This design comes from an exercise in tuning for small area on the open sky130 flow, not from production work.
Where RTL was checked, it was by simulation tests only, not by an equivalence proof against the original.
For run 4, only the layout was checked, not whether the RTL still works.
Power and IR drop assume default switching activity.

==> flow/run.sh <==
#!/bin/bash
# synth_recipe.tcl (not shown) runs the flow's synth.tcl, then flattens the netlist and writes it again
# the make line also repeats each setting of config.mk as NAME=value (left out here)
make -C /OpenROAD-flow-scripts/flow DESIGN_CONFIG=/design/flow/config.mk WORK_HOME=/design/flow/orfs CLKGATE_MAP_FILE= SYNTH_SCRIPT=/design/flow/synth_recipe.tcl finish
==> flow/config.mk <==
export PLATFORM = sky130hd
export DESIGN_NAME = I2C_Master
export DESIGN_NICKNAME = I2C_Master
export VERILOG_FILES = /design/flow/design.v
export SDC_FILE = /design/flow/constraint.sdc
export NUM_CORES = 4
export LEC_CHECK = 0
export CAP_MARGIN = 20
export CORE_MARGIN = 2
export CORE_UTILIZATION = 40
export SLEW_MARGIN = 20
==> flow/constraint.sdc <==
create_clock -name core_clock -period 5.0 [get_ports {clk}]
set_input_delay 1.0000 -clock core_clock [delete_from_list [all_inputs] [get_ports {clk}]]
set_output_delay 1.0000 -clock core_clock [all_outputs]
set_load 0.01 [all_outputs]
==> flow/design.v <==
module I2C_Master (
input	wire [7:0] _Data_in,
input	wire [7:0] _Reg_addr,
input	wire [6:0] _Dev_addr,
input	wire	   clk,rst,_RW_sel,
input	wire	 _SDA_in,
output	reg	 	 SDA_out,
output	reg	 	 SCL_out
);
localparam STATE_IDLE 				= 4'd0;
localparam STATE_START 				= 4'd1;
localparam STATE_DEV_SEL 			= 4'd2;
localparam STATE_RW					= 4'd3;
localparam STATE_ACK_RW			 	= 4'd4;
localparam STATE_REG_SEL	 		= 4'd5;
localparam STATE_ACK_REG		 	= 4'd6;
localparam STATE_READ 				= 4'd7;
localparam STATE_WRITE		 		= 4'd8;
localparam STATE_ACK_DATA			= 4'd9;
localparam STATE_RESTART			= 4'd10;
localparam STATE_NACK		 		= 4'd11;
localparam STATE_STOP				= 4'd12;
reg [7:0]  Data_in;
reg [7:0]  Reg_addr;
reg [6:0]  Dev_addr;
reg 	   RW_sel;
reg [3:0]  state;
reg [3:0]  next_state;
reg [3:0]  bit_count;
reg [3:0]  SCL_count;
reg 	   SDA_in;
wire	   SDA;
wire	   SCL;
reg [8:0] count;
reg [3:0] count1;
wire [7:0] Dev_addr8 = {1'b0, Dev_addr};
always @ (posedge clk) begin
	if(!rst)begin
		state <= STATE_IDLE;
	end
	else begin
		state <= next_state;
	end
end
always @ (*) begin
	case (state)
		STATE_IDLE : 				
		if (count == 9'd5) begin
			next_state = STATE_START;
		end
		else begin
			next_state = STATE_IDLE;
		end
		STATE_START : 
		if (count == 9'd10) begin
			next_state = STATE_DEV_SEL;
		end
		else if (count <= 9'd9)begin
			next_state = STATE_START;
		end
		else  begin
			next_state = STATE_IDLE;
		end
		STATE_DEV_SEL :
		if (count == 9'd66) begin
			next_state = STATE_RW;
		end
		else if((count == 9'd218) & RW_sel == 1'b1) begin
			next_state = STATE_RW;
		end
		else begin
			next_state = STATE_DEV_SEL;
		end
		STATE_RW:
		if (count == 9'd74 ) begin
			next_state = STATE_ACK_RW;
		end
		else if ((count == 9'd226) & (RW_sel == 1'b1)) begin
			next_state = STATE_ACK_RW;
		end
		else begin
			next_state = STATE_RW;
            	end
		STATE_ACK_RW :  				
		if (count == 9'd82 & (SDA_in == 1'b0)) begin
			next_state = STATE_REG_SEL;
		end
		else if ((count <= 9'd81) & (SDA_in == 1'b0)) begin
			next_state = STATE_ACK_RW;
		end
		else if((count == 9'd234) & (SDA_in == 1'b0) & (RW_sel == 1'b1)) begin
			next_state = STATE_READ;
		end
		else if((count <= 9'd233) & (SDA_in == 1'b0)) begin
			next_state = STATE_ACK_RW;
		end
		else begin
			next_state = STATE_IDLE;
		end
		STATE_REG_SEL : 				
		if (count == 9'd146 ) begin
			next_state = STATE_ACK_REG;
		end
		else begin
			next_state = STATE_REG_SEL;
		end
		STATE_ACK_REG : 				
		if (count == 9'd154 & (SDA_in == 1'b0)) begin
			if(RW_sel) begin
				next_state = STATE_RESTART;
			end
			else begin
				next_state = STATE_WRITE;
			end
		end
		else if((count<= 9'd154) & (SDA_in == 1'b0)) begin
			next_state = STATE_ACK_REG;
		end
		else begin
			next_state = STATE_IDLE;
		end
		STATE_READ :  				
		if (count == 9'd298) begin
			next_state = STATE_NACK;
		end
		else begin
			next_state = STATE_READ;
		end
		STATE_WRITE : 				
		if (count == 9'd218 ) begin
			next_state = STATE_ACK_DATA;
		end
		else begin
			next_state = STATE_WRITE;
		end
		STATE_ACK_DATA : 				
		if ((count == 9'd226) & (SDA_in == 1'b0)) begin
			next_state = STATE_STOP;
		end
		else if ((count <= 9'd225) & (SDA_in == 1'b0)) begin
			next_state = STATE_ACK_DATA;
		end
		else begin
			next_state = STATE_IDLE;
		end
		STATE_NACK : 				
		if (count == 9'd306) begin
			next_state = STATE_STOP;
		end
		else begin
			next_state = STATE_NACK;
		end
		STATE_STOP : 		
		if ((SCL_out == 1'b1) & (SDA_out == 1'b1)) begin
			next_state = STATE_IDLE;
		end
		else begin
			next_state = STATE_STOP;
		end
		STATE_RESTART :
		if ( (count == 8'd162) & (SDA_out == 1'b0) ) begin
			next_state = STATE_DEV_SEL;
		end
		else begin
			next_state = STATE_RESTART;
		end
		default next_state = STATE_IDLE;
	endcase
end
always @ (posedge clk) begin
	case (state)  
		STATE_IDLE :  
		begin
			Data_in <= _Data_in;
			Reg_addr <= _Reg_addr;
			Dev_addr <= _Dev_addr;
			RW_sel <= _RW_sel;
			bit_count <= 4'd0;
			if(SCL_out == 1'b1)begin
				SDA_out <= 1'b1;
			end
			else begin
				SDA_out <= 1'b0;
			end
		end
		STATE_START :  
		begin
			if(count == 9'd10) begin
				bit_count <= 4'd7;
				SDA_out <= 1'b0;
			end
			else begin
				SDA_out <= 1'b0;
			end
		end
		STATE_DEV_SEL :  
		begin
			if(bit_count) begin
				if(Dev_addr8[bit_count - 4'd1]) begin
					SDA_out <= 1'b1;
				end
				else begin
					SDA_out <= 1'b0;
				end
			end
			else begin
				SDA_out <= 1'd0;
			end
		end
		STATE_RW :	 
		begin	
			if((count >= 9'd218) & (RW_sel == 1'b1)) begin
				SDA_out <= 1'b1;
			end
			else begin
				SDA_out <= 1'b0;
			end
		end
		STATE_ACK_RW :			 
		begin	
			SDA_in <= _SDA_in;
			if(count == 9'd82) begin
				SDA_out <= 1'b0;
				bit_count <= 4'd8;
			end
			else if(count == 9'd234) begin
				SDA_out <= 1'b0;
				bit_count <= 4'd8;
			end
			else begin
				SDA_out <= 1'b0;
			end	
		end
		STATE_REG_SEL :  
		begin
			if(bit_count) begin
				if(Reg_addr[bit_count - 4'd1]) begin
					SDA_out <= 1'b1;
				end
				else begin
					SDA_out <= 1'b0;
				end
			end
			else begin
				SDA_out <= 1'd0;
			end
		end
		STATE_ACK_REG :			 
		begin	
			SDA_in <= _SDA_in;
			if(count == 9'd154 ) begin
				SDA_out <= 1'b0;
				bit_count <= 4'd8;
			end
			else begin
				SDA_out <= 1'b0;
			end
		end
		STATE_WRITE :  
		begin
			if(bit_count) begin
				if(Data_in[bit_count - 4'd1]) begin
					SDA_out <= 1'b1;
				end
				else begin
					SDA_out <= 1'b0;
				end
			end
			else begin
				SDA_out <= 1'd0;
			end
		end
		STATE_READ :  
		begin
			SDA_out <= 1'b0;
			SDA_in <= _SDA_in;
		end
		STATE_ACK_DATA : 	 
		begin
			SDA_out <= 1'b0;
		end
		STATE_NACK : 		 
		begin
			SDA_out <= 1'b1;
		end
		STATE_STOP :  
		begin
			if(SCL_out == 1'b1) begin
				SDA_out <= 1'b1;
			end
			else begin
				SDA_out <= 1'b0;
			end
		end
		STATE_RESTART :  
		begin
			bit_count <= 4'd8;
			if(count >= 9'd159) begin
				SDA_out <= 1'b0;
			end
			else begin
				SDA_out <= 1'b1;
			end
		end
	endcase
	if(rst & (bit_count > 4'd0) & (count1 == 4'd7)) begin
		bit_count <= bit_count - 4'd1;
	end
	if(!rst) begin
		SDA_in <= 1'b0;
	end
end
always @ (posedge clk) begin					     					 
	if(!rst) begin						        						 
		count <= 8'd0;					     							 
	end							        								 
	else begin															 
		if( (SDA_in == 1'b1) & (state != STATE_READ) ) begin													   
			count <= 9'd0;																						   
		end																										   
		else begin																								   
			if( (state == STATE_STOP) & (SCL_out & SDA_out)) begin							   					   
				count <= 9'd0;										   											   
			end												   													   
			else begin											   												   
				count <= count + 8'd1;									   										   
			end																									   
		end									  			   														   
	end													   														   
end														   														   
always @ (posedge clk) begin						 				 
	if ( STATE_START <= state ) begin								 
		if (SCL_count == 3) begin									 
			SCL_count <= 4'd0;										 
			SCL_out <= !SCL_out;									 
		end															 
		else begin													 
			SCL_count <= SCL_count + 4'd1;							 
		end															 
	end																											   
	else begin																				   					   
		SCL_count <= 4'd0;											  	 									       
		SCL_out <= 1'b1;											   											   
	end														   									  				   
end														   													   	   
always @ (posedge clk) begin					  				    
	if(rst)begin						   						    
		if(bit_count >0) begin				   					    
			if ( count1 == 4'd7) begin		  					    
				count1 <= 4'd0;			   						    
			end					   								    
			else begin				  							    
				count1 <= count1 + 4'd1;	  					    
			end					  								    
		end												   														   
		else begin											   													   
			count1 <= 4'd0;										   												   
		end												   														   
	end													   														   
	else begin												   													   
		count1 <= 4'd0;											  												   
	end													   														   
end														   														   
assign SDA = SDA_in + SDA_out;						      				  
assign SCL = SCL_out;							      				      
endmodule
==> impl_metrics.tcl, run 1 <==
set metrics [dict create \
    status "no timing/DRC/antenna violations" \
    synth_area_mm2 0.003003 \
    reg2reg_depth 6 \
    worst_slew_pin_slew_ps 891.5 \
    clock-sinks 52 \
    criticalPathCategory "flop to flop" \
    finish.net_count 357 \
    fin_tns_setup_ps 0 \
    fin_ws_ps 2357 \
    die_width_um 90.65 \
    die_area_mm2 0.008217 \
    synth.net_count 339 \
    most-common-layout-cells "nor2_1, edfxtp_1, clkdlybuf4s50_1, dfxtp_1, nand2_1" \
    stdcell_area_mm2 0.003455 \
    dr.first_iter.drc_count 236 \
    final_core_util 0.4763 \
    grt_pass1_vias 2404 \
    r2r_slack_ps 2360 \
    clock_path_buffers 2 \
    postRouteAntennaNets 0 \
    p_leak_nw 1.112 \
    end_kind "flop" \
    setup_viol 0 \
    rsz0062_at_grt "false" \
    cts_setup_buffers 0 \
    grt_usage 0.1750 \
    synth-edff-count 29 \
    hold_viol_final 0 \
    fmax_mhz 378.4 \
    post_synth_xor_area_fraction 0.03792 \
    drc 0 \
    syn_to_final_growth_pct 15.04 \
    grt_start_max_net_pins 30 \
    dpl_cell_area_mm2 0.003317 \
    antenna_cells 0 \
    min_path_cells 1 \
    power_density_mw_per_mm2 260.3 \
    cp.arrival_ps 2610 \
    gp_congestion 0.8675 \
    synthArstFlopShare 0 \
    cts-root-buf "clkbuf_8" \
    chipHeight_um 90.65 \
    num_vias 2483 \
    dpl_worst_slack_ps 2267 \
    min_path_type "flop to flop" \
    synth_mux_area_frac 0.01458 \
    slowest_stage "o21ai_0" \
    port_buffers 28 \
    cp_num_cells 6 \
    synth-seq-area-share 0.4433 \
    vias_per_cell 5.856 \
    antenna_found_initial 0 \
    final_common_cell "nor2_1" \
    crit_family "compound AO/OA/AOI/OAI gates" \
    yosys_register_bits 52 \
    worstPathRequired_ps 4960 \
    clock_latency_ps 320 \
    first_pass_iters 7 \
    drv_slew 0 \
    relSlewSlack 0.4048 \
    synth_fa_ha_area_frac 0.02500 \
    finalClockSkew_ps 14.70 \
    cpPeakStageDelay_ps 610 \
    drv_cap 0 \
    fin_cells 424 \
    post_route_cells_drive_above_1_share 0.1015 \
    vdd_drop_max_mv 0.1767 \
    coreArea_mm2 0.007253 \
    grt_pass1_wl_mm 11.63 \
    post-route-period-util 0.5286 \
    hold_buffers 0 \
    synth_compound_gate_area_share 0.1721 \
    synthFlopType "edfxtp_1" \
    cts_tree "built" \
    cp_max_fo 9 \
    post_cts_resized 0 \
    critPathLaunchType "flop" \
    ys_types 66 \
    cts_made_buffers 5 \
    grt-ovfl-total 0 \
    holdWs_ps 458.3 \
    p_total_uw 899.4 \
    io_pins 29 \
    synth_cells 306 \
    drt_wl_total_mm 6.958 \
    dp_hpwl_mm 5.025 \
    wl_per_cell_um 16.41 \
    syn_area_per_cell_um2 9.813 \
    crit_buf_inv 0 \
    ys_warn_count 1 \
    clkSlewWorstSetupHoldPaths_ps 110 \
    fin_crit_ps 2643 \
    yosys.area_share.simple 0.2567 \
    synth_top_family_by_area "simple AND/OR/NAND/NOR gates" \
    start_util 0.4140 \
    num_rows 31 \
    path_cells "ha_1, nor3b_1, a32oi_1, o211ai_1, a21oi_1, o21ai_0" \
    placed_cells 416 \
    htreeDepth 2 \
]
-- per-layer routing --
layer | GRT usage | routed length, um | up-vias
met5 | 0 | 0 | -
met4 | 0.08333 | 216 | 0
met3 | 0.03005 | 347 | 20
met2 | 0.2886 | 3377 | 95
met1 | 0.2226 | 3017 | 1175
li1 | - | - | 1193
-- final cells by class --
class / count / area [um2]
Clock inverter: 3 / 68.82
Inverter: 13 / 48.80
Tap cell: 99 / 123.9
Sequential cell: 52 / 1331
Timing Repair Buffer: 29 / 287.8
Clock buffer: 5 / 68.82
Multi-Input combinational cell: 223 / 1525
Fill cell: 699 / 3799
-- cell families after synthesis --
group,Yosys count
AND/OR/NAND/NOR,134
buffers and inverters,31
flip-flops,52
multiplexers,3
adder cells (fa/ha/maj),6
AO/OA/AOI/OAI,67
XOR/XNOR,13
-- worst register-to-register path, delay by kind of cell, from the launching register on --
family	cells	cell delay, ps
AND/OR/NAND/NOR	1	390
flip-flops	1	490
adder cells (fa/ha/maj)	1	350
AO/OA/AOI/OAI	4	1080
-- synth_stat cells (all sizes together), types with 6 or more instances --
| master | instances | area, um2 |
|---|---|---|
| nor2 | 33 | 123.9 |
| edfxtp | 29 | 870.8 |
| dfxtp | 23 | 460.4 |
| nand2 | 17 | 63.81 |
| inv | 13 | 48.80 |
| nand2b | 13 | 81.33 |
| nand3 | 11 | 55.05 |
| nor3 | 11 | 55.05 |
| o21ai | 11 | 55.05 |
| a31oi | 10 | 62.56 |
| clkbuf | 10 | 37.54 |
| a21oi | 9 | 45.04 |
| a221oi | 9 | 85.08 |
| buf | 8 | 65.06 |
| nand4 | 8 | 50.05 |
| xnor2 | 7 | 61.31 |
| ha | 6 | 75.07 |
| xor2 | 6 | 52.55 |
-- path summary, 6_finish.rpt --
check                                             start                       to
worst max-delay path                count[1]$_SDFF_PP0_   bit_count[3]$_DFFE_PP_
worst min-delay path            SCL_count[0]$_SDFF_PP0_  SCL_count[0]$_SDFF_PP0_
worst max register to register      count[1]$_SDFF_PP0_   bit_count[3]$_DFFE_PP_
worst min register to register  SCL_count[0]$_SDFF_PP0_  SCL_count[0]$_SDFF_PP0_
-- flip-flops by register name, summed over array words and instances, names as in the netlist, 4 cells and up --
register and cells:
count 9, Data_in 8, state 4, Reg_addr 8, bit_count 4, count1 4
Dev_addr 7, SCL_count 4
-- report_power, final --
group,total [mW],switching [mW],internal (mW)
Combinational,0.0671,0.0287,0.0384
Clock,0.350,0.148,0.202
Sequential,0.482,0.0143,0.468
Total,0.899,0.191,0.708
==> run 2: changes to the inputs <==
==> flow/design.v (replaced) <==
module I2C_Master (
input	wire [7:0] _Data_in,
input	wire [7:0] _Reg_addr,
input	wire [6:0] _Dev_addr,
input	wire	   clk,rst,_RW_sel,
input	wire	 _SDA_in,
output	reg	 	 SDA_out,
output	reg	 	 SCL_out
);
reg [7:0] Data_in;
reg [7:0] Reg_addr;
reg [6:0] Dev_addr;
reg       RW_sel;
reg [8:0] U;
reg       SDA_in;
wire [5:0] b = U[8:3];
wire [2:0] j = U[5:3];
wire idle = (U <= 9'd10);
wire [7:0] dev1 = {Dev_addr[1], Dev_addr[2], Dev_addr[3], Dev_addr[4], Dev_addr[5], Dev_addr[6], 1'b0, Dev_addr[0]};       
wire [7:0] regv = {Reg_addr[3], Reg_addr[4], Reg_addr[5], Reg_addr[6], Reg_addr[7], Reg_addr[0], Reg_addr[1], Reg_addr[2]};  
wire [7:0] datv = {Data_in[4], Data_in[5], Data_in[6], Data_in[7], Data_in[0], Data_in[1], Data_in[2], Data_in[3]};          
wire [7:0] dev2 = {Dev_addr[4], Dev_addr[5], Dev_addr[6], 1'b0, Dev_addr[0], Dev_addr[1], Dev_addr[2], Dev_addr[3]};         
reg sda_n;
always @(*) begin
	if (idle)                 sda_n = SCL_out;
	else if (b <= 6'd1)       sda_n = 1'b0;
	else if (b <= 6'd8)       sda_n = dev1[j];
	else if (b <= 6'd10)      sda_n = 1'b0;
	else if (b <= 6'd18)      sda_n = regv[j];
	else if (b == 6'd19)      sda_n = 1'b0;
	else if (!RW_sel) begin
		if (b <= 6'd27)       sda_n = datv[j];
		else if (b == 6'd29)  sda_n = SCL_out;
		else                  sda_n = 1'b0;
	end
	else begin
		if (b == 6'd20)       sda_n = SDA_in | ~U[2];
		else if (b <= 6'd27)  sda_n = dev2[j];
		else if (b == 6'd28)  sda_n = 1'b1;
		else if (b == 6'd38)  sda_n = 1'b1;
		else if (b == 6'd39)  sda_n = SCL_out;
		else                  sda_n = 1'b0;
	end
end
wire ack_fail = SDA_in & ((b == 6'd10) | (b == 6'd19) | (RW_sel & (b == 6'd29)));
wire stop_end = RW_sel ? (U == 9'd316) : (U == 9'd236);
wire hold = SDA_in & ((b == 6'd0) | (RW_sel & (b == 6'd20)) | (!RW_sel & (b == 6'd28)) | (RW_sel & (b == 6'd38)) | (b == 6'd51));
wire jump = SDA_in & (U == 9'd151);
wire sample = (b == 6'd10) | (b == 6'd19) | (RW_sel & (b >= 6'd29) & (b <= 6'd37));
always @(posedge clk) begin
	if (!rst | ack_fail | stop_end)
		U <= 9'd5;
	else if (hold)
		U <= {U[8:3], U[2:0] + 3'd1};
	else if (jump)
		U <= {3'b110, 6'b011000};
	else
		U <= U + 9'd1;
	if (!rst)
		SDA_in <= 1'b0;
	else if (sample)
		SDA_in <= _SDA_in;
	if (idle) begin
		Data_in <= _Data_in;
		Reg_addr <= _Reg_addr;
		Dev_addr <= _Dev_addr;
		RW_sel <= _RW_sel;
	end
	SDA_out <= sda_n;
	SCL_out <= idle | (SCL_out ^ (U[1:0] == 2'd2));
end
endmodule
--- a/flow/config.mk
+++ b/flow/config.mk
@@ -5,6 +5,7 @@
 export SDC_FILE = /design/flow/constraint.sdc
 export NUM_CORES = 4
 export LEC_CHECK = 0
+export ABC_AREA = 1
 export CAP_MARGIN = 20
 export CORE_MARGIN = 2
 export CORE_UTILIZATION = 40
==> run 2 against run 1 <==
Effect of this change:
- still clean on timing, DRC and antenna
- clock skew decreased by 7.1 ps
- synthesized cell count decreased by 25%
- critical path depth decreased by 5
- area after synthesis decreased by 37%
- combinational power increased by 41%
- routed wire length decreased by 38%
- die area decreased by 35%
- clock power decreased by about 40%
- worst setup slack improved by 310 ps
- register-to-register slack improved by 440 ps
- sequential power decreased by 24%
- sequential cell count decreased by 16
==> impl_metrics.tcl, run 2 <==
set metrics [dict create \
    cp_max_fo 5 \
    rsz0062_at_grt "false" \
    coreArea_mm2 0.004661 \
    cp.arrival_ps 1330 \
    cpPeakStageDelay_ps 580 \
    synth-edff-count 24 \
    fin_crit_ps 2333 \
    grt_pass1_vias 1504 \
    io_pins 29 \
    htreeDepth 2 \
    grt_pass1_wl_mm 7.162 \
    p_leak_nw 0.9419 \
    regMostFlops "U" \
    path_cells "clkdlybuf4s50_1" \
    post_synth_xor_area_fraction 0.009217 \
    cts_made_buffers 5 \
    cts_tree "built" \
    drt_wl_total_mm 4.303 \
    yosysMostFrequentCell "nand2_1" \
    vdd_drop_max_mv 0.1603 \
    vias_per_cell 5.160 \
    antenna_cells 0 \
    synthFlopType "edfxtp_1" \
    die_width_um 72.93 \
    fin_cells 313 \
    fillers 446 \
    synth_top_family_by_area "simple AND/OR/NAND/NOR gates" \
    grt-ovfl-total 0 \
    synth_top_area_share 0.3792 \
    die_area_mm2 0.005319 \
    critPathLaunchType "flop" \
    synthArstFlopShare 0 \
    synth_area_mm2 0.001901 \
    port_buffers 28 \
    synth_cells 228 \
    worst_slew_pin_slew_ps 944.1 \
    cts_setup_buffers 0 \
    top_regs "U x9, Data_in x8, Reg_addr x8" \
    antenna_found_initial 0 \
    wl_per_cell_um 13.75 \
    drv_slew 0 \
    clock-sinks 36 \
    crit_family "buffers and inverters" \
    p_total_uw 670.7 \
    hold_buffers 0 \
    relSlewSlack 0.3699 \
    post-route-period-util 0.4666 \
    postRouteAntennaNets 0 \
    syn_to_final_growth_pct 21.13 \
    dp_hpwl_mm 3.097 \
    grt_usage 0.1801 \
    status "no timing/DRC/antenna violations" \
    gp_congestion 0.9377 \
    chipHeight_um 72.93 \
    fin_tns_setup_ps 0 \
    slowest_stage "clkdlybuf4s50_1" \
    drc 0 \
    most-common-layout-cells "nand2_1, clkdlybuf4s50_1, inv_1, edfxtp_1, nor2_1" \
    synth.net_count 258 \
    synth-seq-area-share 0.5056 \
    synth_mux_area_frac 0 \
    final_common_cell "nand2_1" \
    first_pass_iters 4 \
    min_path_type "flop to flop" \
    power_density_mw_per_mm2 291.3 \
    start_util 0.4078 \
    final_core_util 0.4940 \
    synth_compound_gate_area_share 0.1119 \
    end_kind "primary output" \
    clock_path_buffers 2 \
    yosys.area_share.simple 0.2660 \
    worstPathRequired_ps 4000 \
    seq_area_um2 960.9 \
    finish.net_count 288 \
    clock_latency_ps 290 \
    yosys.area.top_type "edfxtp_1" \
    holdWs_ps 504.6 \
    num_vias 1615 \
    synth_area_leaders "edfxtp_1, dfxtp_1, nand2_1" \
    drv_cap 0 \
    multi_input_comb_area_um2 773.2 \
    setup_viol 0 \
    synth_common_cells "nand2_1, inv_1, edfxtp_1" \
    criticalPathCategory "flop to primary output" \
    largest_reg_flops 9 \
    placed_cells 305 \
    grt_start_max_net_pins 26 \
    clkSlewWorstSetupHoldPaths_ps 80 \
    ys_types 35 \
    ys_warn_count 1 \
    dr.first_iter.drc_count 174 \
    crit_buf_inv 1 \
    synth_fa_ha_area_frac 0.01975 \
    syn_area_per_cell_um2 8.336 \
    cts-root-buf "clkbuf_8" \
    finalClockSkew_ps 7.608 \
    post_cts_resized 0 \
    hold_viol_final 0 \
    num_rows 25 \
    post_route_cells_drive_above_1_share 0.08880 \
    fmax_mhz 428.6 \
    yosys_register_bits 36 \
]
==> run 2: logic make-up after synthesis <==
group / Yosys count
buffers and inverters: 39
xor gates and xnor gates: 2
DFF: 36
and+or+nand+nor: 112
AOI/OAI and AO/OA: 36
adders and majority gates: 3
==> run 2: worst paths after layout <==
check,startpoint,to,slack [ps],depth (start not counted)
min,U[0]$_SDFF_PP1_,U[0]$_SDFF_PP1_,500,1
max reg2reg,U[5]$_SDFFE_PP0N_,Data_in[6]$_DFFE_PP_,2800,5
min reg2reg,U[0]$_SDFF_PP1_,U[0]$_SDFF_PP1_,500,1
max,SCL_out$_DFF_P_,SCL_out,2670,1
==> run 2: report_power, final <==
| group | switching, mW | leakage (nW) | internal (mW) |
|---|---|---|---|
| clock | 0.111 | 0.0404 | 0.0985 |
| combinational | 0.0527 | 0.554 | 0.0422 |
| sequential | 0.0159 | 0.347 | 0.351 |
==> run 2: layer usage <==
layer	routed length, um	global-route usage
met5	0	0
met4	97	0.09465
met3	378	0.06630
met2	1945	0.2596
met1	1880	0.2359
==> run 2: layout make-up <==
class | count | area share
Multi-Input combinational cell | 153 | 0.3359
Timing Repair Buffer | 28 | 0.1217
Sequential cell | 36 | 0.4174
Tap cell | 54 | 0.02935
Clock buffer | 5 | 0.02989
Clock inverter | 3 | 0.01033
Inverter | 34 | 0.05543
==> run 2: stage by stage <==
stage	area (um2)	setup slack [ps]
floorplan	1901	3189
global placement	2210	2844
detailed placement	2210	2756
CTS	2302	2658
global route	2302	2600
finish	2302	2667
==> run 3: changes to the inputs <==
==> flow/design.v (replaced) <==
module I2C_Master (
input	wire [7:0] _Data_in,
input	wire [7:0] _Reg_addr,
input	wire [6:0] _Dev_addr,
input	wire	   clk,rst,_RW_sel,
input	wire	 _SDA_in,
output	reg	 	 SDA_out,
output	reg	 	 SCL_out
);
reg [7:0] Data_in;
reg [7:0] Reg_addr;
reg [6:0] Dev_addr;
reg       RW_sel;
reg [5:0] b;
reg [2:0] u;
reg       SDA_in;
wire [2:0] j = b[2:0];
wire idle = (b[5] & ~b[4] & ~b[3] & ~b[0]) | (b[5] & ~b[4] & ~b[3] & ~u[2] & ~u[0]) | (b[5] & ~b[4] & ~b[3] & ~u[2] & ~u[1]);
wire selSCL = (b[5] & ~b[4] & ~b[3] & ~b[0]) | (~RW_sel & ~b[5] & b[1] & b[0]) | (~b[5] & b[3] & b[2] & b[0]) | (b[5] & ~b[4] & ~b[3] & ~u[2] & ~u[0]) | (b[5] & ~b[4] & ~b[3] & ~u[2] & ~u[1]);
wire sel1 = (~b[5] & b[3] & b[2] & ~b[0]) | (RW_sel & ~b[4] & ~b[3] & ~b[2] & b[1] & ~b[0]);
wire selR = (RW_sel & b[4] & b[3] & ~b[2] & b[1] & ~b[0]);
wire gDEV1 = (b[5] & ~b[4] & ~b[2]) | (b[5] & ~b[4] & ~b[1]) | (b[5] & ~b[4] & b[3] & ~b[0]);
wire gREG = (b[4] & ~b[3] & b[0]) | (b[4] & ~b[3] & b[2]) | (b[4] & ~b[3] & b[1]) | (b[4] & b[3] & ~b[2] & ~b[1] & ~b[0]);
wire gWR = (~RW_sel & b[4] & b[3] & b[2]) | (~RW_sel & ~b[5] & ~b[4] & ~b[1]) | (~RW_sel & b[4] & b[3] & b[1]);
wire gDEV2 = (RW_sel & b[4] & b[3] & b[2]) | (RW_sel & ~b[4] & ~b[3] & ~b[2] & ~b[1]) | (RW_sel & b[4] & b[3] & b[1] & b[0]);
wire A = (b[5] & ~b[4]) | (b[4] & ~b[3] & ~b[2] & ~b[1] & ~b[0]) | (b[5] & b[3] & ~b[2] & ~b[1] & b[0]) | (RW_sel & ~b[4] & ~b[3] & ~b[2]);
wire stop_end = (~RW_sel & ~b[5] & b[1] & b[0] & u[2]) | (~b[5] & b[3] & b[2] & b[0] & u[2]);
wire holdR = (~b[5] & b[4]) | (~b[5] & b[3] & b[2]) | (~RW_sel & ~b[5] & b[1]) | (RW_sel & b[5] & b[3] & b[1]);
wire jumpc = (b[5] & b[3] & ~b[2] & ~b[1] & ~b[0] & u[2] & u[1] & u[0]);
wire sample = (~b[5] & ~b[3] & b[2]) | (~b[5] & ~b[4] & b[3] & ~b[2]) | (b[4] & ~b[3] & ~b[2] & ~b[1] & ~b[0]) | (b[5] & b[4] & b[3] & ~b[2] & ~b[1] & b[0]) | (RW_sel & ~b[5] & b[1] & b[0]);
wire [7:0] dev1 = {1'b0, Dev_addr[0], Dev_addr[1], Dev_addr[2], Dev_addr[3], Dev_addr[4], Dev_addr[5], Dev_addr[6]};
wire [7:0] regv = {Reg_addr[1], Reg_addr[2], Reg_addr[3], Reg_addr[4], Reg_addr[5], Reg_addr[6], Reg_addr[7], Reg_addr[0]};
wire [7:0] datv = {Data_in[2], Data_in[3], Data_in[4], Data_in[5], Data_in[6], Data_in[7], Data_in[0], Data_in[1]};
wire [7:0] dev2 = {Dev_addr[2], Dev_addr[3], Dev_addr[4], Dev_addr[5], Dev_addr[6], 1'b0, Dev_addr[0], Dev_addr[1]};
wire sda_d = (gDEV1 & dev1[j]) | (gREG & regv[j]) | (gWR & datv[j]) | (gDEV2 & dev2[j]);
wire force0 = ~rst | (SDA_in & A) | stop_end;
wire hold = SDA_in & holdR;
wire jump = SDA_in & jumpc;
always @(posedge clk) begin
	if (force0) begin
		u <= 3'd5;
		b <= 6'd38;
	end
	else begin
		u <= u + 3'd1;
		if (jump)
			b <= 6'd25;
		else if ((u == 3'd7) & ~hold)
			b <= b + 6'd1;
	end
	if (~rst)
		SDA_in <= 1'b0;
	else if (sample)
		SDA_in <= _SDA_in;
	if (idle) begin
		Data_in <= _Data_in;
		Reg_addr <= _Reg_addr;
		Dev_addr <= _Dev_addr;
		RW_sel <= _RW_sel;
	end
	SDA_out <= (selSCL & SCL_out) | sel1 | (selR & (SDA_in | ~u[2])) | sda_d;
	SCL_out <= idle | (SCL_out ^ (u[1] & ~u[0]));
end
endmodule
==> run 3 against run 2 <==
Effect of this change:
- worst setup slack improved by 130 ps
- sequential share of layout area increased by 0.95 points
- sequential power increased by 59%
- total power increased by 86%
- die area decreased by 3.1%
- register-to-register slack improved by 300 ps
- still clean
- critical path depth unchanged
- largest cell class unchanged
- core utilization increased by 1.9 points
==> impl_metrics.tcl, run 3 <==
set metrics [dict create \
    status "no timing/DRC/antenna violations" \
    num_vias 1517 \
    grt_usage 0.1546 \
    port_buffers 28 \
    synth-seq-area-share 0.5228 \
    synth_area_leaders "edfxtp_1, dfxtp_1, nand2_1" \
    num_rows 24 \
    die_area_mm2 0.005153 \
    most-common-layout-cells "nand2_1, nor2_1, clkdlybuf4s50_1, nand3_1, edfxtp_1" \
    cp_num_cells 1 \
    fin_crit_ps 2205 \
    ys_types 27 \
    cp.arrival_ps 1210 \
    drv_slew 0 \
    ys_warn_count 1 \
    io_pins 29 \
    cts_tree "built" \
    clock-sinks 36 \
    yosys_register_bits 36 \
    power_density_mw_per_mm2 554.0 \
    crit_family "buffers and inverters" \
    grt_pass1_vias 1402 \
    clock_path_buffers 2 \
    drt_wl_total_mm 3.641 \
    top_regs "Data_in x8, Reg_addr x8, Dev_addr x7" \
    antenna_cells 0 \
    vias_per_cell 5.091 \
    finish.net_count 276 \
    synth_common_cells "nand2_1, nor2_1, nand3_1" \
    critPathLaunchType "flop" \
    hold_buffers 0 \
    fmax_mhz 453.4 \
    die_width_um 71.79 \
    cts_setup_buffers 0 \
    yosys.area.top_type "edfxtp_1" \
    wl_met1_mm 1.674 \
    synth-edff-count 24 \
    min_path_type "flop to flop" \
    reg2reg_depth 5 \
    dr_wl_met2_mm 1.717 \
    drv_cap 0 \
    post-route-period-util 0.4411 \
    worstPathRequired_ps 4000 \
    wl_met3_um 180 \
    syn_to_final_growth_pct 22.46 \
    drc 0 \
    synthArstFlopShare 0 \
    finalClockSkew_ps 7.132 \
    setup_viol 0 \
    cts-root-buf "clkbuf_8" \
    min_path_cells 1 \
    chipHeight_um 71.79 \
    synth_area_mm2 0.001838 \
    fin_tns_setup_ps 0 \
    grt-ovfl-total 0 \
    rsz0062_at_grt "false" \
    cp_max_fo 3 \
    grt_start_max_net_pins 25 \
    antenna_found_initial 0 \
    holdWs_ps 465.0 \
    wl_per_cell_um 12.22 \
    htreeDepth 2 \
    path_cells "clkdlybuf4s50_1" \
    synth_top_area_share 0.3921 \
    gp_congestion 0.8344 \
    post_route_cells_drive_above_1_share 0.06911 \
    dr.first_iter.drc_count 93 \
    clock_latency_ps 290 \
    cts_made_buffers 5 \
    postRouteAntennaNets 0 \
    syn_area_per_cell_um2 8.470 \
    end_kind "primary output" \
    final_common_cell "nand2_1" \
    grt_pass1_wl_mm 6.223 \
    first_pass_iters 5 \
    synth_cells 217 \
    cpPeakStageDelay_ps 550 \
    hold_viol_final 0 \
    dp_hpwl_mm 2.595 \
    post_cts_resized 0 \
    top_layer "met4" \
    synthFlopType "edfxtp_1" \
    coreArea_mm2 0.004384 \
    vdd_drop_max_mv 0.2614 \
    start_util 0.4192 \
    relSlewSlack 0.4220 \
    clkSlewWorstSetupHoldPaths_ps 80 \
    yosysMostFrequentCell "nand2_1" \
    worst_slew_pin_slew_ps 866.0 \
    slowest_stage "clkdlybuf4s50_1" \
    criticalPathCategory "flop to primary output" \
    crit_buf_inv 1 \
    p_leak_nw 0.9174 \
    synth.net_count 248 \
]
[run 3: cell count changes in the layout (fill, tap and decap cells not counted), moves of 4 or more]
cell / delta
nand3_1: +15
inv_1: -17
o21ai_0: -6
o21ai_1: +4
a21oi_1: -4
a31oi_1: -5
nor2_1: +7
[run 3: metal layers]
layer | vias to the layer above | GRT usage
met2 | 46 | 0.2397
met5 | - | 0
li1 | 786 | -
met4 | 0 | 0.06709
met1 | 676 | 0.2043
met3 | 9 | 0.04079
[run 3: area by class of cell]
cell class / instances / area (um2)
Inverter: 15 / 56.30
Fill cell: 438 / 2133
Timing Repair Buffer: 28 / 280.3
Tap cell: 52 / 65.06
Clock buffer: 6 / 82.58
Clock inverter: 2 / 33.78
Sequential cell: 36 / 960.9
Multi-Input combinational cell: 159 / 772.0
[run 3: through the flow]
stage | cells | setup slack, ps | total power, mW | util | area, um2
floorplan | 217 | 3372 | 0.8855 | - | 1838
global placement | 290 | 2960 | 0.9969 | 0.4869 | 2135
detailed placement | 290 | 2944 | 0.9985 | 0.4869 | 2135
CTS | 298 | 2780 | 1.264 | 0.5134 | 2251
global route | 298 | 2756 | 1.357 | 0.5134 | 2251
finish | 298 | 2795 | 1.247 | 0.5134 | 2251
[run 3: cell families (layout without fill, tap and decap cells)]
| group | Yosys count | count (layout) | synth area share |
|---|---|---|---|
| DFF | 36 | 36 | 0.5228 |
| AOI/OAI and AO/OA | 21 | 21 | 0.06398 |
| xor gates and xnor gates | 5 | 5 | 0.02383 |
| adders and majority gates | 4 | 4 | 0.02723 |
| and+or+nand+nor | 129 | 129 | 0.3050 |
| buffers and inverters | 22 | 51 | 0.05718 |
[run 3: report_power, final]
group / total, mW / switching (mW) / internal [mW]
combinational: 0.398 / 0.249 / 0.148
clock: 0.265 / 0.105 / 0.161
sequential: 0.584 / 0.110 / 0.474
total: 1.25 / 0.464 / 0.783
[run 3: worst paths after layout]
path,startpoint,end,slack (ps)
hold / removal,u[0]$_SDFF_PP1_,u[0]$_SDFF_PP1_,460
setup / recovery,SCL_out$_DFF_P_,SCL_out,2790
hold reg to reg,u[0]$_SDFF_PP1_,u[0]$_SDFF_PP1_,460
setup reg to reg,b[4]$_SDFFE_PP0P_,Data_in[1]$_DFFE_PP_,3100
==> run 4: changes to the inputs <==
==> flow/design.v (replaced) <==
module I2C_Master (
input	wire [7:0] _Data_in,
input	wire [7:0] _Reg_addr,
input	wire [6:0] _Dev_addr,
input	wire	   clk,rst,_RW_sel,
input	wire	 _SDA_in,
output	reg	 	 SDA_out,
output	reg	 	 SCL_out
);
reg       RW_sel;
reg [5:0] b;
reg [2:0] u;
reg       SDA_in;
wire [2:0] j = b[2:0];
wire idle = (b[5] & ~b[4] & ~b[3] & ~b[0]) | (b[5] & ~b[4] & ~b[3] & ~u[2] & ~u[0]) | (b[5] & ~b[4] & ~b[3] & ~u[2] & ~u[1]);
wire selSCL = (b[5] & ~b[4] & ~b[3] & ~b[0]) | (~RW_sel & ~b[5] & b[1] & b[0]) | (~b[5] & b[3] & b[2] & b[0]) | (b[5] & ~b[4] & ~b[3] & ~u[2] & ~u[0]) | (b[5] & ~b[4] & ~b[3] & ~u[2] & ~u[1]);
wire sel1 = (~b[5] & b[3] & b[2] & ~b[0]) | (RW_sel & ~b[4] & ~b[3] & ~b[2] & b[1] & ~b[0]);
wire selR = (RW_sel & b[4] & b[3] & ~b[2] & b[1] & ~b[0]);
wire dp = (b[4] & b[2]) | (b[5] & ~b[4] & ~b[2]) | (~RW_sel & ~b[4] & ~b[1]) | (b[4] & ~b[3] & b[0]) | (~RW_sel & b[4] & b[1]) | (b[5] & b[3] & ~b[1] & ~b[0]) | (~b[4] & ~b[3] & ~b[2] & ~b[1]) | (b[5] & ~b[4] & b[3] & ~b[0]) | (b[5] & b[2] & ~b[1]) | (b[4] & b[1] & b[0]) | (b[4] & ~b[3] & b[1]);
wire shift = (b[4] & b[2] & u[2] & u[1] & u[0]) | (b[5] & ~b[4] & ~b[1] & u[2] & u[1] & u[0]) | (RW_sel & b[5] & b[4] & b[3] & ~b[2] & ~b[1] & b[0]) | (~RW_sel & b[5] & ~b[2] & b[1] & u[2] & u[1] & u[0]) | (~b[4] & ~b[3] & ~b[2] & ~b[1] & u[2] & u[1] & u[0]) | (RW_sel & b[5] & ~b[2] & b[0] & u[2] & u[1] & u[0]) | (b[5] & ~b[4] & b[3] & ~b[0] & u[2] & u[1] & u[0]) | (b[4] & b[3] & ~b[1] & ~b[0] & u[2] & u[1] & u[0]) | (b[4] & ~b[3] & b[0] & u[2] & u[1] & u[0]) | (b[4] & ~b[3] & b[1] & u[2] & u[1] & u[0]);
wire A = (b[5] & ~b[4]) | (b[4] & ~b[3] & ~b[2] & ~b[1] & ~b[0]) | (b[5] & b[3] & ~b[2] & ~b[1] & b[0]) | (RW_sel & ~b[4] & ~b[3] & ~b[2]);
wire stop_end = (~RW_sel & ~b[5] & b[1] & b[0] & u[2]) | (~b[5] & b[3] & b[2] & b[0] & u[2]);
wire holdR = (~b[5] & b[4]) | (~b[5] & b[3] & b[2]) | (~RW_sel & ~b[5] & b[1]) | (RW_sel & b[5] & b[3] & b[1]);
wire jumpc = (b[5] & b[3] & ~b[2] & ~b[1] & ~b[0] & u[2] & u[1] & u[0]);
wire sample = (~b[5] & ~b[3] & b[2]) | (~b[5] & ~b[4] & b[3] & ~b[2]) | (b[4] & ~b[3] & ~b[2] & ~b[1] & ~b[0]) | (b[5] & b[4] & b[3] & ~b[2] & ~b[1] & b[0]) | (RW_sel & ~b[5] & b[1] & b[0]);
reg [22:0] ch;
wire sda_d = dp & ch[22];
wire force0 = ~rst | (SDA_in & A) | stop_end;
wire hold = SDA_in & holdR;
wire jump = SDA_in & jumpc;
always @(posedge clk) begin
	if (force0) begin
		u <= 3'd5;
		b <= 6'd38;
	end
	else begin
		u <= u + 3'd1;
		if (jump)
			b <= 6'd25;
		else if ((u == 3'd7) & ~hold)
			b <= b + 6'd1;
	end
	if (~rst)
		SDA_in <= 1'b0;
	else if (sample)
		SDA_in <= _SDA_in;
	if (idle) begin
		ch <= {_Dev_addr, _Reg_addr, _Data_in};
		RW_sel <= _RW_sel;
	end
	else if (shift)
		ch <= {ch[21:0], ch[22]};
	SDA_out <= (selSCL & SCL_out) | sel1 | (selR & (SDA_in | ~u[2])) | sda_d;
	SCL_out <= idle | (SCL_out ^ (u[1] & ~u[0]));
end
endmodule
==> run 4 against run 3 <==
Effect of this change:
- sequential cell count unchanged
- clock power shrank 23%
- core utilization decreased by 2.0 points
- cell area increased by 5.7%
- cell count up 15%
- largest power group unchanged
- via count increased by 7.8%
- area after synthesis grew 10%
- worst hold slack got worse by 15 ps
- still clean on timing, DRC and antenna
==> impl_metrics.tcl, run 4 <==
set metrics [dict create \
    fin_ws_ps 2733 \
    holdWs_ps 449.8 \
    pwr-share-clk 0.156 \
    first_pass_iters 4 \
    clock-sinks 36 \
    grt_pass1_wl_mm 6.568 \
    coreArea_mm2 0.004817 \
    rsz0062_at_grt "false" \
    cp_max_fo 23 \
    p_switching_uw 526.0 \
    ys_warn_count 1 \
    worst_slew_pin_slew_ps 588.0 \
    grt_usage 0.1577 \
    postRouteAntennaNets 0 \
    syn_to_final_growth_pct 17.49 \
    hold_viol_final 0 \
    io_pins 29 \
    drv_slew 0 \
    regMostFlops "ch" \
    antenna_cells 0 \
    fillers 487 \
    synth_area_mm2 0.002024 \
    cts_made_buffers 5 \
    synth_top_area_share 0.3560 \
    power_density_mw_per_mm2 547.8 \
    most-common-layout-cells "nand2_1, clkdlybuf4s50_1, edfxtp_1, nor2_1, nand3_1" \
    drt_wl_total_mm 4.083 \
    clock_latency_ps 290 \
    post-route-period-util 0.4535 \
    p_leak_nw 1.057 \
    criticalPathCategory "flop to flop" \
    yosys_register_bits 36 \
    status "no timing/DRC/antenna violations" \
    hold_buffers 0 \
    post_route_cells_drive_above_1_share 0.08727 \
    synth.net_count 281 \
    finish.net_count 305 \
    yosysMostFrequentCell "nand2_1" \
    grt_pass1_vias 1424 \
    start_util 0.4203 \
    yosys.area.top_type "edfxtp_1" \
    vdd_drop_max_mv 0.2631 \
    cts_tree "built" \
    grt-ovfl-total 0 \
    syn_area_per_cell_um2 8.098 \
    synth-seq-area-share 0.4747 \
    dp_hpwl_mm 2.913 \
    synth-edff-count 24 \
    chipHeight_um 75.14 \
    num_vias 1635 \
    cts_setup_buffers 0 \
    setup_viol 0 \
    clock_path_buffers 2 \
    p_seq_frac 0.467 \
    drv_cap 0 \
    cts-root-buf "clkbuf_8" \
    share_comb_of_total_power 0.377 \
    final_common_cell "nand2_1" \
    dpl_worst_slack_ps 2438 \
    synth_area_leaders "edfxtp_1, nand2_1, dfxtp_1" \
    min_path_type "flop to flop" \
    die_width_um 75.14 \
    worstPathRequired_ps 4860 \
    num_rows 25 \
    p_total_mw 1.303 \
    antenna_found_initial 0 \
    critPathLaunchType "flop" \
    dr.first_iter.drc_count 80 \
    cp.arrival_ps 2120 \
    synth_common_cells "nand2_1, edfxtp_1, nor2_1" \
    synthArstFlopShare 0 \
    top_regs "ch x23, b x6, u x3" \
    fin_crit_ps 2267 \
    htreeDepth 2 \
    end_kind "flop" \
    ys_types 32 \
    largest_reg_flops 23 \
    vias_per_cell 4.781 \
    sw_frac_of_total 0.4037 \
    gp_congestion 0.8953 \
    post_cts_resized 0 \
    drc 0 \
    port_buffers 28 \
    grt_start_max_net_pins 27 \
    synthFlopType "edfxtp_1" \
    finalClockSkew_ps 8.044 \
    fin_tns_setup_ps 0 \
    synth_cells 250 \
    fmax_mhz 441.1 \
    wl_per_cell_um 11.94 \
    die_area_mm2 0.005646 \
    clkSlewWorstSetupHoldPaths_ps 80 \
    relSlewSlack 0.6075 \
    p_int_uw 777.1 \
]
## run 4: final cells by class
class,instances,area [um2],share of cell area
Sequential cell,36,960.9,0.4040
Timing Repair Buffer,28,280.3,0.1178
Clock buffer,6,72.57,0.03051
Clock inverter,2,11.26,0.004734
Inverter,18,77.57,0.03261
Tap cell,67,83.83,0.03524
Multi-Input combinational cell,185,892.1,0.3751
## run 4: metrics by stage
| step | area, um2 | std cells | utilization |
|---|---|---|---|
| after floorplan | 2024 | 250 | - |
| after global placement | 2290 | 334 | 0.4753 |
| after detailed placement | 2290 | 334 | 0.4753 |
| after CTS | 2374 | 342 | 0.4927 |
| after global routing | 2379 | 342 | 0.4938 |
| final | 2379 | 342 | 0.4938 |
## run 4: routing by layer
metal	global-route usage	routed length [um]
met1	0.2301	2026
met4	0.06433	72
met2	0.2144	1714
met3	0.05221	270
met5	0	0
## run 4: critical path, stage by stage (launching register included)
cell	delay [ps]
dfxtp_1	590
inv_1	250
nand3_1	140
nand3_1	110
o21ai_0	240
nand3_2	500
## run 4: path summary, 6_finish.rpt
path | endpoint | startpoint | slack, ps | cells after the start
setup / recovery | ch[2]$_DFFE_PP_ | b[0]$_SDFFE_PP0P_ | 2730 | 5
hold / removal | u[0]$_SDFF_PP1_ | u[0]$_SDFF_PP1_ | 450 | 1
setup reg to reg | ch[2]$_DFFE_PP_ | b[0]$_SDFFE_PP0P_ | 2730 | 5
hold reg to reg | u[0]$_SDFF_PP1_ | u[0]$_SDFF_PP1_ | 450 | 1
## run 4: cells by family (layout without fill, tap and decap cells)
family / after synthesis / in the layout / synth area share
buffers and inverters: 29 / 54 / 0.08715
adder cells (fa/ha/maj): 4 / 4 / 0.02472
AND/OR/NAND/NOR: 162 / 162 / 0.3560
flip-flops: 36 / 36 / 0.4747
AO/OA/AOI/OAI: 16 / 16 / 0.04450
XOR/XNOR: 3 / 3 / 0.01298
## run 4: power by group through the flow
stage / sequential [mW] / combinational [mW] / clock [mW]
2_1_floorplan: 0.572 / 0.459 / 0
3_3_place_gp: 0.616 / 0.489 / 0
3_5_place_dp: 0.618 / 0.494 / 0
4_1_cts: 0.611 / 0.496 / 0.208
5_1_grt: 0.630 / 0.569 / 0.219
6_report: 0.609 / 0.491 / 0.203

## re-timing with driven ports
In the flow no input, the clock included, has a driving cell. The finished layouts below were timed again as built, in two steps. Step 1 sets driving cells, clkbuf_16 on the clock port and buf_2 on the other inputs (assumed; they add their load-dependent delay and slew). Step 2 adds t to the input delays and takes it off the output delays; t is the mean of the earliest and latest rising clock arrival at the registers after step 1. Input paths then give back, and output paths get back, about the clock's delay inside the block. a / b / c = ideal / step 1 / step 2; a / b = the first two.
run	t, ns	setup slack, ns	latest minus earliest clock arrival (ns)	worst data-port slew with drivers (ns)	pins driven straight from the clock port
run 1	0.340	2.357 / 2.357 / 2.253	0.015 / 0.015	0.03	1
run 2	0.315	2.667 / 2.640 / 2.801	0.008 / 0.008	0.03	1
run 3	0.309	2.795 / 2.769 / 2.957	0.007 / 0.007	0.03	1
run 4	0.318	2.733 / 2.733 / 2.733	0.008 / 0.008	0.03	1
After both steps setup and hold are still met in every run listed. For run 1, which loses most, drivers alone change the setup slack by 0.000 ns; drivers and shift together by -0.104 ns.
